Background: an optimization exercise with open tools, aiming at a short achievable clock period and few clock cycles. Do not read the settings as production practice.
Function was checked by simulation only, so behaviour that the tests miss may differ from the original.
Power figures rest on the tool's default switching activity, not on a simulated workload.

==> flow/design.v <==
module alu
(
  input                i_op_sel,
  input  [15:0]        i_op_a,
  input  [15:0]        i_op_b,
  output logic [15:0]  o_alu_out,
  output  o_n,
  output  o_z
);
  assign o_n = o_alu_out[15];
  assign o_z = ~|o_alu_out;
  always_comb begin
    case (i_op_sel)
      0: o_alu_out = i_op_a + i_op_b;
      1: o_alu_out = i_op_a - i_op_b;
      default: o_alu_out = 16'd0;
    endcase
  end
endmodule
module regfile 
(
  input clk,
  input reset,
  input i_write,
  input [2:0] i_addrw,
  input [2:0] i_addrx,
  input [2:0] i_addry,
  input [15:0] i_data_in,
  output logic [15:0] o_datax,
  output logic [15:0] o_datay,
  output logic [7:0][15:0] tb_regs
);
  logic [7:0][15:0] regs;
  assign o_datax = regs[i_addrx];
  assign o_datay = regs[i_addry];
  always_ff @ (posedge clk, posedge reset) begin
    if (reset) regs <= '0;
    else if (i_write) regs[i_addrw] <= i_data_in;
  end
  assign tb_regs = regs;
endmodule
module cpu_fetch
(
input [15:0] instr_x,
input [15:0] instr_w,
input n,
input z,
output logic pc_ld,
output logic decode_pc_ld,
output logic decode_ir_ld,
output logic pc_rd,
output logic [1:0] pc_addr_sel,
output logic flush_f,
output logic fwd_pc
);
logic rx_write;
logic branch;
logic cond_b_n;
logic cond_b_z;
assign branch = ((!instr_x[0] && instr_x[3] && !instr_x[1]) || (instr_x[3:2] == 2'b11));
assign cond_b_z = (instr_x[3] && instr_x[0] && z);
assign cond_b_n = (instr_x[3] && instr_x[1] && n);
logic [2:0] w_dest;
assign rx_write = (instr_w[3:0] == 4'd0 || instr_w[3:0] == 4'd1 || instr_w[3:0] == 4'd2 ||
                   instr_w[3:0] == 4'd4 || instr_w[3:0] == 4'd6 || instr_w[3:0] == 4'd12);
assign w_dest = (instr_w[3:0] == 4'd12) ? 3'd7 : instr_w[7:5];
assign fwd_pc = (rx_write) && (instr_x[7:5] == w_dest);
always_comb begin
	pc_ld = 1'b0;
	decode_pc_ld = 1'b1;
	decode_ir_ld = 1'b1;
	pc_rd = 1'b1;
	flush_f = 1'b0;
	if(instr_x[3] == 1'b1)begin
		if(branch || cond_b_z || cond_b_n) begin
			case(instr_x[4])
				1'b0: pc_addr_sel = 2'd1;
				1'b1: pc_addr_sel = 2'd2;
			endcase
			pc_ld = 1'b1;
			flush_f = 1'b1;
		end
		else begin
			pc_addr_sel = 2'd0;
			pc_ld = 1'b1;
		end
	end
	else begin
		pc_addr_sel = 2'd0;
		pc_ld = 1'b1;
	end
end
endmodule
module cpu_decode(
input [15:0] instr_d,
input [15:0] instr_x,
input [15:0] instr_w,
output logic execute_pc_ld,
output logic execute_ir_ld,
output logic rf_rx_rd,
output logic rf_ry_rd,
output logic ry_sel,
output logic rx_sel
);
logic [2:0] rx_d,ry_d;
logic [2:0] rx_x,ry_x;
logic [2:0] rx_w,ry_w;
assign rx_d = instr_d [7:5];
assign ry_d = instr_d [10:8];
assign rx_x = instr_x [7:5];
assign ry_x = instr_x [10:8];
assign rx_w = instr_w [7:5];
assign ry_w = instr_w [10:8];
logic w_wr;
logic [2:0] w_dest;
assign w_wr = (instr_w[3:0] == 4'd0 || instr_w[3:0] == 4'd1 || instr_w[3:0] == 4'd2 ||
               instr_w[3:0] == 4'd4 || instr_w[3:0] == 4'd6 || instr_w[3:0] == 4'd12);
assign w_dest = (instr_w[3:0] == 4'd12) ? 3'd7 : rx_w;
always_comb begin
	execute_pc_ld = 1'b1;
	execute_ir_ld = 1'b1;
	rf_rx_rd = 1'b1;
	rf_ry_rd = 1'b1;
	ry_sel = 1'b0;
	rx_sel = 1'b0;
	if(w_wr && rx_d == w_dest)begin
		rx_sel = 1'b1;
	end
	if(w_wr && ry_d == w_dest)begin
		ry_sel = 1'b1;
	end
end
endmodule
module cpu_execute
(
input [15:0] instr_x,
input [15:0] instr_rfw,
input n,
input z,
output logic rfwrite_pc_ld,
output logic rfwrite_ir_ld,
output logic alu_a_sel,
output logic [1:0]alu_b_sel, 
output logic alu_ld_n,
output logic alu_ld_z,
output logic alu_op,
output logic alu_A_ld,
output logic rfx_wr_ld,
output logic rfy_wr_ld,
output logic rfx_wr_sel,
output logic rfy_wr_sel,
output logic ldst_rd,
output logic ldst_wr,
output logic ldst_addr_sel,
output logic ldst_wrdata_sel
);
logic [2:0] rx_w,ry_w;
logic [2:0] rx_x,ry_x;
assign rx_w = instr_rfw [7:5];
assign ry_w = instr_rfw [10:8];
assign rx_x = instr_x [7:5];
assign ry_x = instr_x [10:8];
logic w_wr;
logic [2:0] w_dest;
logic fwd_rx, fwd_ry;
assign w_wr = (instr_rfw[3:0] == 4'd0 || instr_rfw[3:0] == 4'd1 || instr_rfw[3:0] == 4'd2 ||
               instr_rfw[3:0] == 4'd4 || instr_rfw[3:0] == 4'd6 || instr_rfw[3:0] == 4'd12);
assign w_dest = (instr_rfw[3:0] == 4'd12) ? 3'd7 : rx_w;
assign fwd_rx = w_wr && (w_dest == rx_x);
assign fwd_ry = w_wr && (w_dest == ry_x);
always_comb begin
	rfwrite_pc_ld = 1'b1;
	rfwrite_ir_ld = 1'b1;
	alu_op = 1'b0;
	alu_a_sel = 1'b0;
	alu_b_sel = 2'd0;
	alu_ld_n = 1'b0;
	alu_ld_z = 1'b0;
	alu_A_ld = 1'b0;
	rfx_wr_ld = 1'b1;
	rfy_wr_ld = 1'b1;
	rfx_wr_sel = 1'b0;
	rfy_wr_sel = 1'b0;
	ldst_rd = 1'b0;
	ldst_wr = 1'b0;
	ldst_wrdata_sel = 1'b0;
	ldst_addr_sel = 1'b0;
	if(instr_x[3:0] == 4'd0 || instr_x[3:0] == 4'd6)begin
		if(fwd_rx)begin
			rfx_wr_sel = 1'b1;
		end
		if(fwd_ry)begin
			rfy_wr_sel = 1'b1;
		end
	end
	else if(instr_x[3:0] >= 4'd1 && instr_x[3:0] <= 4'd3)begin
		alu_ld_n = 1'b1;
		alu_ld_z = 1'b1;
		alu_A_ld = 1'b1;
		alu_op = instr_x[1];
		if(fwd_rx) begin
			alu_a_sel = 1'b1;
		end
		if(fwd_ry && !instr_x[4]) begin
			alu_b_sel = 2'd2;
		end
			else alu_b_sel = instr_x[4] ? 2'd1 : 2'd0;  
		end
	else if(instr_x[3:1] == 3'd2)begin
		ldst_rd = !instr_x[0];
		ldst_wr = instr_x[0];
		if(fwd_ry)begin
			ldst_addr_sel = 1'd1;
			rfy_wr_sel = 1'b1;
		end
		if(fwd_rx)begin
			rfx_wr_sel = 1'b1;
			ldst_wrdata_sel = 1'd1;
		end
	end
end
endmodule
module cpu_rfwrite(
input [15:0] instr,
input n,
input z,
output logic rf_wr,
output logic rf_seven,
output logic [2:0] rf_sel,
output logic flush_w
);
always_comb begin
rf_wr = 1'b0;
rf_seven = 1'b0;
rf_sel = 3'd0;
flush_w = 1'b0;
	case(instr[3:0])
		4'd0:begin
			rf_wr = 1'b1;
			rf_sel = (instr[4] == 1'b1) ? 3'd5:3'd0;  
		end
		4'd1:begin
			rf_wr = 1'b1;
			rf_sel = 3'd2;  
		end
		4'd2:begin
			rf_wr = 1'b1;
			rf_sel = 3'd2;  
		end
		4'd4:begin
			rf_wr = 1'b1;
			rf_sel = 3'd4;  
		end
		4'd6:begin
			rf_wr = 1'b1;
			rf_sel = 3'd1;  
		end
		4'd12:begin
			rf_wr = 1'b1;
			rf_seven = 1'b1;
			rf_sel = 3'd3;  
		end
	endcase
end
endmodule
module cpu_control
(
input clk,
input reset,
output logic o_decode_pc_ld,
output logic o_decode_ir_ld,
output logic o_pc_ld,
output logic o_pc_rd,
output logic [1:0]o_pc_addr_sel,
output logic o_flush_f,
output logic o_fwd_pc,
input [15:0] i_ir_decode,
output logic o_execute_pc_ld,
output logic o_execute_ir_ld,
output logic o_rf_rx_rd,
output logic o_rf_ry_rd,
output logic o_rx_d_sel,
output logic o_ry_d_sel,
input [15:0] i_ir_execute,
input [15:0] i_ir_rf_write,
input i_n,
input i_z,
output logic o_rfwrite_pc_ld,
output logic o_rfwrite_ir_ld,
output logic o_alu_a_sel,
output logic [1:0]o_alu_b_sel, 
output logic o_alu_ld_n,
output logic o_alu_ld_z,
output logic o_alu_op,
output logic o_alu_A_ld,
output logic o_rfx_wr_ld,
output logic o_rfy_wr_ld,
output logic o_rfx_wr_sel,
output logic o_rfy_wr_sel,
output o_ldst_rd,
output o_ldst_wr,
output logic o_ldst_addr_sel,
output logic o_ldst_wrdata_sel,
output logic o_rf_wr,
output logic o_rf_seven,
output logic [2:0] o_rf_sel,
output logic o_flush_w
);
cpu_fetch cpu_fetch0
(
	.instr_x(i_ir_execute),
	.instr_w(i_ir_rf_write),
	.n(i_n),
	.z(i_z),
	.pc_ld(o_pc_ld),
	.decode_pc_ld(o_decode_pc_ld),
	.decode_ir_ld(o_decode_ir_ld),
	.pc_rd(o_pc_rd),
	.pc_addr_sel(o_pc_addr_sel),
	.flush_f(o_flush_f),
	.fwd_pc(o_fwd_pc)
);
cpu_decode cpu_decode0
(
	.instr_d(i_ir_decode),
	.instr_x(i_ir_execute),
	.instr_w(i_ir_rf_write),
	.execute_pc_ld(o_execute_pc_ld),
	.execute_ir_ld(o_execute_ir_ld),
	.rf_rx_rd(o_rf_rx_rd),
	.rf_ry_rd(o_rf_ry_rd),
	.rx_sel(o_rx_d_sel),
	.ry_sel(o_ry_d_sel)
);
cpu_execute cpu_execute0
(
	.instr_x(i_ir_execute),
	.instr_rfw(i_ir_rf_write),
	.n(i_n),
	.z(i_z),
	.rfwrite_pc_ld(o_rfwrite_pc_ld),
	.rfwrite_ir_ld(o_rfwrite_ir_ld),
	.alu_a_sel(o_alu_a_sel),
	.alu_b_sel(o_alu_b_sel),
	.alu_ld_n(o_alu_ld_n),
	.alu_ld_z(o_alu_ld_z),
	.alu_op(o_alu_op),
	.alu_A_ld(o_alu_A_ld),
	.rfx_wr_ld(o_rfx_wr_ld),
	.rfy_wr_ld(o_rfy_wr_ld),
	.rfx_wr_sel(o_rfx_wr_sel),
	.rfy_wr_sel(o_rfy_wr_sel),
	.ldst_rd(o_ldst_rd),
	.ldst_wr(o_ldst_wr),
	.ldst_addr_sel(o_ldst_addr_sel),
	.ldst_wrdata_sel(o_ldst_wrdata_sel)
);
cpu_rfwrite cpu_rfwrite0
(
	.instr(i_ir_rf_write),
	.n(i_n),
	.z(i_z),
	.rf_wr(o_rf_wr),
	.rf_seven(o_rf_seven),
	.rf_sel(o_rf_sel),
	.flush_w(o_flush_w)
);
endmodule
module cpu_datapath
(
input clk,
input reset,
input [15:0] i_pc_rddata,
output logic [15:0] o_pc_addr,
input [15:0] i_ldst_rddata,
output logic [15:0] o_ldst_wrdata,
output logic [15:0] o_ldst_addr,
input i_pc_ld,
input i_decode_pc_ld,
input i_decode_ir_ld,
input [1:0]i_pc_addr_sel,
input i_flush_w,
input i_flush_f,
input i_fwd_pc,
output [15:0] o_ir_decode,
input i_execute_pc_ld,
input i_execute_ir_ld,
input i_rf_rx_rd,
input i_rf_ry_rd,
input i_rx_d_sel,
input i_ry_d_sel,
output [15:0] o_ir_execute,
output [15:0] o_ir_rf_write,
output logic o_n,
output logic o_z,
input i_rfwrite_pc_ld,
input i_rfwrite_ir_ld,
input i_alu_a_sel,
input [1:0]i_alu_b_sel, 
input i_alu_ld_n,
input i_alu_ld_z,
input i_alu_op,
input i_alu_A_ld,
input i_rfx_wr_ld,
input i_rfy_wr_ld,
input i_rfx_wr_sel,
input i_rfy_wr_sel,
input i_ldst_addr_sel,
input i_ldst_wrdata_sel,
input i_rf_wr,
input i_rf_seven,
input [2:0] i_rf_sel,
output logic [7:0][15:0] o_tb_regs
);
logic [15:0] pc, pc_in, pc_register;
logic [15:0] pc_next;
logic [15:0] pc_jmp;
logic [15:0] pc_decode;
logic [15:0] pc_execute;
logic [15:0] pc_writeback;
logic [15:0] ir;
logic [15:0] ir_decode;
logic [15:0] ir_execute;
logic [15:0] ir_writeback;
logic [15:0] rx_execute, ry_execute;
logic [15:0] rx_writeback, ry_writeback;
logic [15:0] rX,rY,rXin,rYin,rx_writebackIn,ry_writebackIn;
logic [15:0] rf_data_in;
logic [2:0] rf_addr;  
logic [2:0] rX_Addr;
logic [2:0] rY_Addr;
logic [15:0] decode_imm8, execute_imm8, writeback_imm8;
logic [15:0] decode_imm11, execute_imm11, writeback_imm11;
logic [15:0] alu_op_a;
logic [15:0] alu_op_b;
logic [15:0] alu_out;
logic [15:0] alu_A;
logic alu_n;
logic alu_z;
alu a0(
	.i_op_sel(i_alu_op),
	.i_op_a(alu_op_a),
	.i_op_b(alu_op_b),
	.o_alu_out(alu_out),
	.o_n(alu_n),
	.o_z(alu_z)
);
regfile r0(
	 .clk(clk),
    .reset(reset),
    .i_write(i_rf_wr),
    .i_addrw(rf_addr),
    .i_addrx(rX_Addr),
    .i_addry(rY_Addr),
    .i_data_in(rf_data_in),
    .o_datax(rX),
    .o_datay(rY),
	 .tb_regs(o_tb_regs)
);
assign o_ir_decode = ir_decode;
assign o_ir_execute = ir_execute;
assign o_ir_rf_write = ir_writeback;
assign pc_next = pc + 2;
assign pc_jmp = pc_execute + (execute_imm11 << 1);
assign pc_register = (i_fwd_pc) ? rf_data_in : rx_execute;
always_comb begin
	case(i_pc_addr_sel)
		2'd0: begin
			pc_in = pc_next;
			o_pc_addr = pc;
		end
		2'd1: begin
			pc_in = pc_register + 2; 
			o_pc_addr = pc_register;
		end
		2'd2: begin
			pc_in = pc_jmp + 2;
			o_pc_addr = pc_jmp;
		end
		default: begin
			pc_in = 16'd0;
			o_pc_addr = 16'd0;
		end
	endcase
end
assign ir_decode = (i_flush_f || i_flush_w) ? 16'h0007 : i_pc_rddata;
assign ir = (i_flush_f || i_flush_w) ? 16'h0007 : i_pc_rddata;
assign rX_Addr = ir_decode[7:5];
assign rY_Addr = ir_decode[10:8];
assign decode_imm11 = {{5{ir_decode[15]}},{ir_decode[15:5]}};
assign rXin = (i_rx_d_sel) ? rf_data_in : rX;
assign rYin = (i_ry_d_sel) ? rf_data_in : rY;
assign execute_imm8 = {{8{ir_execute[15]}},{ir_execute[15:8]}};
assign execute_imm11 = {{5{ir_execute[15]}},{ir_execute[15:5]}};
assign alu_op_a = (i_alu_a_sel) ? rf_data_in : rx_execute;
always_comb begin
	case(i_alu_b_sel)
		2'd0: alu_op_b = ry_execute;
		2'd1: alu_op_b = execute_imm8;
		2'd2: alu_op_b = rf_data_in;
		default: alu_op_b = 16'd0;
	endcase
end
assign o_ldst_wrdata = (i_ldst_wrdata_sel) ? rf_data_in : rx_writebackIn;
assign o_ldst_addr = (i_ldst_addr_sel) ? rf_data_in : ry_writebackIn;
assign writeback_imm8 = {{8{ir_writeback[15]}},{ir_writeback[15:8]}};
assign writeback_imm11 = {{5{ir_writeback[15]}},{ir_writeback[15:5]}};
assign rx_writebackIn = (i_rfx_wr_sel) ? rf_data_in : rx_execute;
assign ry_writebackIn = (i_rfy_wr_sel) ? rf_data_in : ry_execute;
always_comb begin
	rf_addr = (i_rf_seven) ? 3'd7 : ir_writeback[7:5];
	case (i_rf_sel)
		3'd0:rf_data_in = ry_writeback;  
		3'd1:rf_data_in = {writeback_imm8[7:0],rx_writeback[7:0]};  
		3'd2:rf_data_in = alu_A;  
		3'd3:rf_data_in = pc_writeback;  
		3'd4:rf_data_in = i_ldst_rddata;  
		3'd5:rf_data_in = writeback_imm8;  
		default: rf_data_in = 16'd0;
    endcase
end
always_ff @ (posedge clk) begin
	if(i_alu_A_ld) alu_A <= alu_out;
end
always_ff @ (posedge clk, posedge reset) begin
	if (reset) begin
		pc <= 0;
		pc_decode <= 0;
		pc_execute <= 0;
		pc_writeback <= 0;
		ir_execute <= 0;
		ir_writeback <= 0;
		o_n <= 0;
		o_z <= 0;
		rx_execute <= 0;
		ry_execute <= 0;
		rx_writeback <= 0;
		ry_writeback <= 0;
	end
	else if(i_flush_f)begin
		if(i_pc_ld) pc <= pc_in;
		if(i_decode_pc_ld) pc_decode <= pc_in;
		ry_execute <= 0;
		rx_execute <= 0;
		pc_execute <= 16'h0007;  
		ir_execute <= 16'h0007;  
		if(i_rfwrite_pc_ld) pc_writeback <= pc_execute;
		if(i_rfwrite_ir_ld) ir_writeback <= ir_execute;
		if(i_rfx_wr_ld) rx_writeback <= rx_writebackIn;
		if(i_rfy_wr_ld) ry_writeback <= ry_writebackIn;
	end
	else begin
		if(i_pc_ld) pc <= pc_in;
		if(i_decode_pc_ld) pc_decode <= pc_in;
		if(i_rf_rx_rd) rx_execute <= rXin;
		if(i_rf_ry_rd) ry_execute <= rYin;
		if(i_execute_pc_ld)pc_execute <= pc_decode;
		if(i_execute_ir_ld)ir_execute <= ir_decode;
		if(i_alu_ld_n) o_n <= alu_n;
		if(i_alu_ld_z) o_z <= alu_z;
		if(i_rfwrite_pc_ld) pc_writeback <= pc_execute;
		if(i_rfwrite_ir_ld) ir_writeback <= ir_execute;
		if(i_rfx_wr_ld) rx_writeback <= rx_writebackIn;
		if(i_rfy_wr_ld) ry_writeback <= ry_writebackIn;
	end
end
endmodule
module cpu
(
input clk,
input reset,
output [15:0] o_pc_addr,
output o_pc_rd,
input [15:0] i_pc_rddata,
input [15:0] i_ldst_rddata,
output [15:0] o_ldst_wrdata,
output [15:0] o_ldst_addr,
output o_ldst_rd,
output o_ldst_wr,
output [127:0] o_tb_regs
);
logic decode_pc_ld;
logic decode_ir_ld;
logic pc_ld;
logic [1:0] pc_addr_sel;
logic flush_w;
logic flush_f;
logic fwd_pc;
logic [15:0] ir_decode;
logic execute_pc_ld;
logic execute_ir_ld;
logic rf_rx_rd;
logic rf_ry_rd;
logic ry_d_sel;
logic rx_d_sel;
logic [15:0] ir_execute;
logic [15:0] ir_rf_write;
logic n;
logic z;
logic rfwrite_pc_ld;
logic rfwrite_ir_ld;
logic alu_a_sel;
logic [1:0] alu_b_sel; 
logic alu_ld_n;
logic alu_ld_z;
logic alu_op;
logic alu_A_ld;
logic rfx_wr_ld;
logic rfy_wr_ld;
logic rfx_wr_sel;
logic rfy_wr_sel;
logic ldst_addr_sel;
logic ldst_wrdata_sel;
logic rf_wr;
logic rf_seven;
logic [2:0] rf_sel;
cpu_control cpu_control0
(
	.clk(clk),
	.reset(reset),
	.o_decode_pc_ld(decode_pc_ld),
	.o_decode_ir_ld(decode_ir_ld),
	.o_pc_ld(pc_ld),
	.o_pc_rd(o_pc_rd),
	.o_pc_addr_sel(pc_addr_sel),
	.o_flush_f(flush_f),
	.o_fwd_pc(fwd_pc),
	.i_ir_decode(ir_decode),
	.o_execute_pc_ld(execute_pc_ld),
	.o_execute_ir_ld(execute_ir_ld),
	.o_rf_rx_rd(rf_rx_rd),
	.o_rf_ry_rd(rf_ry_rd),
	.o_rx_d_sel(rx_d_sel),
	.o_ry_d_sel(ry_d_sel),
	.i_ir_execute(ir_execute),
	.i_ir_rf_write(ir_rf_write),
	.i_n(n),
	.i_z(z),
	.o_rfwrite_pc_ld(rfwrite_pc_ld),
	.o_rfwrite_ir_ld(rfwrite_ir_ld),
	.o_alu_a_sel(alu_a_sel),
	.o_alu_b_sel(alu_b_sel), 
	.o_alu_ld_n(alu_ld_n),
	.o_alu_ld_z(alu_ld_z),
	.o_alu_op(alu_op),
	.o_alu_A_ld(alu_A_ld),
	.o_rfx_wr_ld(rfx_wr_ld),
	.o_rfy_wr_ld(rfy_wr_ld),
	.o_rfx_wr_sel(rfx_wr_sel),
	.o_rfy_wr_sel(rfy_wr_sel),
	.o_ldst_rd(o_ldst_rd),
	.o_ldst_wr(o_ldst_wr),
	.o_ldst_addr_sel(ldst_addr_sel),
	.o_ldst_wrdata_sel(ldst_wrdata_sel),
	.o_rf_wr(rf_wr),
	.o_rf_seven(rf_seven),
	.o_rf_sel(rf_sel),
	.o_flush_w(flush_w)
);
cpu_datapath cpu_datapath0
(
	.clk(clk),
	.reset(reset),
	.i_pc_rddata(i_pc_rddata),
	.o_pc_addr(o_pc_addr),
	.i_ldst_rddata(i_ldst_rddata),
	.o_ldst_wrdata(o_ldst_wrdata),
	.o_ldst_addr(o_ldst_addr),
	.i_pc_ld(pc_ld),
	.i_decode_pc_ld(decode_pc_ld),
	.i_decode_ir_ld(decode_ir_ld),
	.i_pc_addr_sel(pc_addr_sel),
	.i_flush_f(flush_f),
	.i_flush_w(flush_w),
	.i_fwd_pc(fwd_pc),
	.o_ir_decode(ir_decode),
	.i_execute_pc_ld(execute_pc_ld),
	.i_execute_ir_ld(execute_ir_ld),
	.i_rf_rx_rd(rf_rx_rd),
	.i_rf_ry_rd(rf_ry_rd),
	.i_rx_d_sel(rx_d_sel),
	.i_ry_d_sel(ry_d_sel),
	.o_ir_execute(ir_execute),
	.o_ir_rf_write(ir_rf_write),
	.o_n(n),
	.o_z(z),
	.i_rfwrite_pc_ld(rfwrite_pc_ld),
	.i_rfwrite_ir_ld(rfwrite_ir_ld),
	.i_alu_a_sel(alu_a_sel),
	.i_alu_b_sel(alu_b_sel), 
	.i_alu_ld_n(alu_ld_n),
	.i_alu_ld_z(alu_ld_z),
	.i_alu_op(alu_op),
	.i_alu_A_ld(alu_A_ld),
	.i_rfx_wr_ld(rfx_wr_ld),
	.i_rfy_wr_ld(rfy_wr_ld),
	.i_rfx_wr_sel(rfx_wr_sel),
	.i_rfy_wr_sel(rfy_wr_sel),
	.i_ldst_addr_sel(ldst_addr_sel),
	.i_ldst_wrdata_sel(ldst_wrdata_sel),
	.i_rf_wr(rf_wr),
	.i_rf_seven(rf_seven),
	.i_rf_sel(rf_sel),
	.o_tb_regs(o_tb_regs)
);
endmodule
==> flow/run.sh <==
#!/bin/bash
# synth_recipe.tcl (not shown) runs the flow's synth.tcl, then flattens the netlist and writes it again
# the make line also repeats each setting of config.mk as NAME=value (left out here)
make -C /OpenROAD-flow-scripts/flow DESIGN_CONFIG=/design/flow/config.mk WORK_HOME=/design/flow/orfs CLKGATE_MAP_FILE= SYNTH_SCRIPT=/design/flow/synth_recipe.tcl finish
==> flow/config.mk <==
export PLATFORM = sky130hd
export DESIGN_NAME = cpu
export DESIGN_NICKNAME = cpu
export VERILOG_FILES = /design/flow/design.v
export SDC_FILE = /design/flow/constraint.sdc
export NUM_CORES = 4
export LEC_CHECK = 0
export CAP_MARGIN = 20
export CORE_MARGIN = 2
export CORE_UTILIZATION = 40
export PLACE_DENSITY = 0.6
export SETUP_SLACK_MARGIN = 2.5
export SLEW_MARGIN = 20
==> flow/constraint.sdc <==
create_clock -name core_clock -period 5.5 [get_ports {clk}]
set_input_delay 1.1000 -clock core_clock [delete_from_list [all_inputs] [get_ports {clk}]]
set_output_delay 1.1000 -clock core_clock [all_outputs]
set_load 0.01 [all_outputs]
==> run notes <==
vias per std cell=6.524; Hold WS=0.3883 ns; most frequent cells in the layout=254 x dfrtp_1, 183 x buf_4, 152 x clkdlybuf4s50_1; initial antenna violation count=1; DRT iter0 DRCs=2305; Switch Pwr=0.006081 W; hpwl dp=50060 um; LEAKAGE=11.31 nW; commonest non-fill, non-tap cell in the layout=dfrtp_1; TritonCTS Buffers=34; Register Area=7157 um^2; Total GRT Usage=0.3442; antenna-violating nets left=0; Final min period=4.898 ns; sequential element share of the synthesized area=0.4199; fin. max-slew vios=0; Detailed Routing Iterations Pass 1=6; total wire length=79610 um; number of synthesis warnings=7; # fillers=3296; Area after DPL=20660 um^2; Clock Tree Buf Depth=3; fmax=204.2 MHz; via count=17.31k; Finished Cell Area=25930 um^2; Die Ht=210.1 um; die area=44150 um^2; CP endpoint kind=flop; gpl congestion=0.9660; top-area cell type share of the netlist area=0.3916; Synth async-reset ratio=0.9433; Max-slew headroom=0.1118; Clock Latency Late Sink=0.57 ns; Setup Skew=0.03009 ns; Reg clk slew, reported paths=0.06 ns; Cell Area, Synth=17000 um^2; first-pass GRT wire length=112200 um; total gr overflow=0; Reg power frac=0.273; Crit path required time=5.96 ns; Main synth FF type=dfrtp_1; maximum VDD drop=0.3489 mV; core area=41950 um^2; Pint=0.008337 W; cell taking the most area after synthesis=dfrtp_1; EDFF count, synth=16; Setup TNS=0 ns; run status=finished clean; critical path data arrival time=5.36 ns; RSZ-0062 raised after global routing=yes; maximum fanout along the worst path=8; Boundary Pins=213; Die W=210.1 um; # DRC=0; FP Rows=75; routed length per instance=30.01 um; Synth cell types=96; Clock Sinks=282; CTS Root Cell=clkbuf_16; worst hold path type=flop to flop; register-to-register setup slack=0.60 ns; Final Hold Viols=0; final worst path period share=0.8905; final setup vio count=0; Buffers on Ports=211; Synth area leaders=dfrtp_1 39%, a22o_1 6.4%, mux2i_1 5.8%, mux2_2 5.2%, ha_1 3.2%; Initial Util=0.4052; multi-input gate area in the final layout=11480 um^2; share of layout cells above drive strength 1=0.3898; Mapped Cells=1658; CTS tree=done; largest net degree at the start of global routing=94; max_cap viols=0; vias in the first global route=16.56k; H-tree depth=2; Final #Nets=2171; Worst Setup Start Kind=flop; combinational share of power=0.568; syn_nets=1737; synthesized area per cell=10.25 um^2; Clk pwr share=0.160; cell area power density=556.0 nW/um^2; final worst slack=0.6020 ns; Switching Share=0.4218; WS Path Type=flop to flop; final core occ=0.6182; Seq cells post-synth=282; Area Overhead vs Synth=52.57%; Antenna diodes=0; measured slew at the worst slew-check pin=1.327 ns; Place WS=-0.2103 ns
-- power by group through the flow --
stage | clock network, W | registers [W] | logic [W]
2_1_floorplan | 0 | 0.00359 | 0.00349
3_3_place_gp | 0 | 0.00388 | 0.00612
3_5_place_dp | 0 | 0.00388 | 0.00619
4_1_cts | 0.00230 | 0.00386 | 0.00731
5_1_grt | 0.00238 | 0.00398 | 0.00857
6_report | 0.00230 | 0.00393 | 0.00819
-- what timing repair did --
action | CTS | global route
buffers inserted | 161 | 44
hold buffers | 0 | 0
gates resized for setup | 530 | 236
pin swaps | 113 | 104
hold endpoints to repair | 0 | 0
cloned | 17 | 6
endpoints found under the setup margin | 258 | 247
-- layer usage --
| layer | share of wire | GRT usage |
|---|---|---|
| met5 | 0 | 0 |
| met4 | 0.055 | 0.1514 |
| met3 | 0.11 | 0.06615 |
| met2 | 0.45 | 0.5299 |
| met1 | 0.39 | 0.4732 |
-- flip-flops by register name (all words and copies together), names as in the netlist --
signal and flops:
cpu_datapath0.pc_execute 16, cpu_datapath0.rx_writeback 8, cpu_datapath0.pc_writeback 16, cpu_datapath0.r0.regs 128, cpu_datapath0.ir_writeback 16, cpu_datapath0.ir_execute 16, cpu_datapath0.ry_writeback 16, cpu_datapath0.alu_A 16
cpu_datapath0.ry_execute 16, cpu_datapath0.pc 16, cpu_datapath0.o_z 1, cpu_datapath0.o_n 1, cpu_datapath0.rx_execute 16
-- layout make-up --
class,instances,share of cell area
Multi-Input combinational cell,1208,0.4427
Sequential cell,282,0.2760
Timing Repair Buffer,523,0.2051
Clock buffer,44,0.03821
Tap cell,539,0.02601
Inverter,43,0.007141
Clock inverter,14,0.004922
-- cells in the mapped netlist (all sizes together), types with 8 or more instances --
| master | count |
|---|---|
| xnor2 | 31 |
| inv | 43 |
| nor3 | 19 |
| nand3b | 15 |
| xor2 | 24 |
| nand3 | 14 |
| nand2b | 18 |
| a22oi | 24 |
| a21oi | 68 |
| dfrtp | 266 |
| mux2i | 98 |
| o21a | 12 |
| nor3b | 14 |
| a211oi | 38 |
| clkbuf | 103 |
| nand2 | 96 |
| edfxtp | 16 |
| buf | 36 |
| o211ai | 9 |
| a21o | 11 |
| a31oi | 39 |
| and3 | 8 |
| ha | 43 |
| a22o | 125 |
| or3 | 12 |
| and2 | 29 |
| mux2 | 80 |
| nor2 | 97 |
| a221o | 25 |
| nand4 | 14 |
| o22ai | 29 |
| mux4 | 10 |
| nor4 | 11 |
| o21ai | 61 |
| o31ai | 9 |
-- through the flow --
step	instances	total power, W
after global placement	2367	0.009997
final	2653	0.01442
after global routing	2653	0.01493
after CTS	2603	0.01347
after detailed placement	2367	0.01007
after floorplan	1658	0.007076
-- critical path, cell delays in order, from the launching register on --
cell and delay [ns]:
dfrtp_4 0.57, nor4bb_4 0.32, buf_6 0.19, and3_4 0.20
a211o_4 0.18, buf_12 0.17, a21oi_2 0.08, nor3b_4 0.21
nand4_1 0.19, nor3b_4 0.24, nor2b_4 0.20, a21oi_2 0.07
xor2_1 0.16, ha_2 0.32, buf_4 0.15, a41oi_4 0.24
a21oi_2 0.10, buf_4 0.14, buf_4 0.12, a21o_1 0.15
a21oi_2 0.12, xnor2_1 0.10, or3_1 0.35, o31ai_1 0.22
-- cells by family after synthesis --
group,after synthesis,synth area share
AO/OA/AOI/OAI,512,0.2250
other,1,0.0002206
buffers and inverters,182,0.04373
AND/OR/NAND/NOR,392,0.1242
XOR/XNOR,55,0.02834
adder cells (fa/ha/maj),46,0.03460
multiplexers,188,0.1240
flip-flops,282,0.4199
-- path summary, 6_finish.rpt --
check | start | endpoint | depth (start not counted)
hold / removal | cpu_datapath0.pc_execute[10] | cpu_datapath0.pc_writeback[10] | 0
hold reg to reg | cpu_datapath0.pc_execute[10] | cpu_datapath0.pc_writeback[10] | 0
setup reg to reg | cpu_datapath0.ir_writeback[1] | cpu_datapath0.o_z | 23
max in group asynchronous | reset | cpu_datapath0.pc_execute[1] | 3
min in group asynchronous | reset | cpu_datapath0.r0.regs[8] | 2
setup / recovery | cpu_datapath0.ir_writeback[1] | cpu_datapath0.o_z | 23
Testbench counts, summed over its fixed seeds: cycles 116,508.

[what the ideal ports hide]
How much do the figures lean on ideal ports? The routed layout below was timed once more, with nothing changed but the port constraints.
Step 1 sets driving cells, clkbuf_16 on the clock port and buf_2 on the other inputs (assumed; they add their load-dependent delay and slew).
Step 2, shift: input delay + t, output delay - t, t = (earliest + latest rising clock arrival at the registers) / 2. This alone moves slack from input paths to output paths.
a / b / c = no drivers / after step 1 / after step 2; a / b = the first two.
t (ns): 0.612
slack for setup (ns): 0.602 / 0.602 / 0.065
hold WS [ns]: 0.388 / 0.388 / 0.388
After both steps this run still meets setup and hold. The setup slack of this run moves by 0.000 ns with the drivers and by -0.537 ns with both steps.
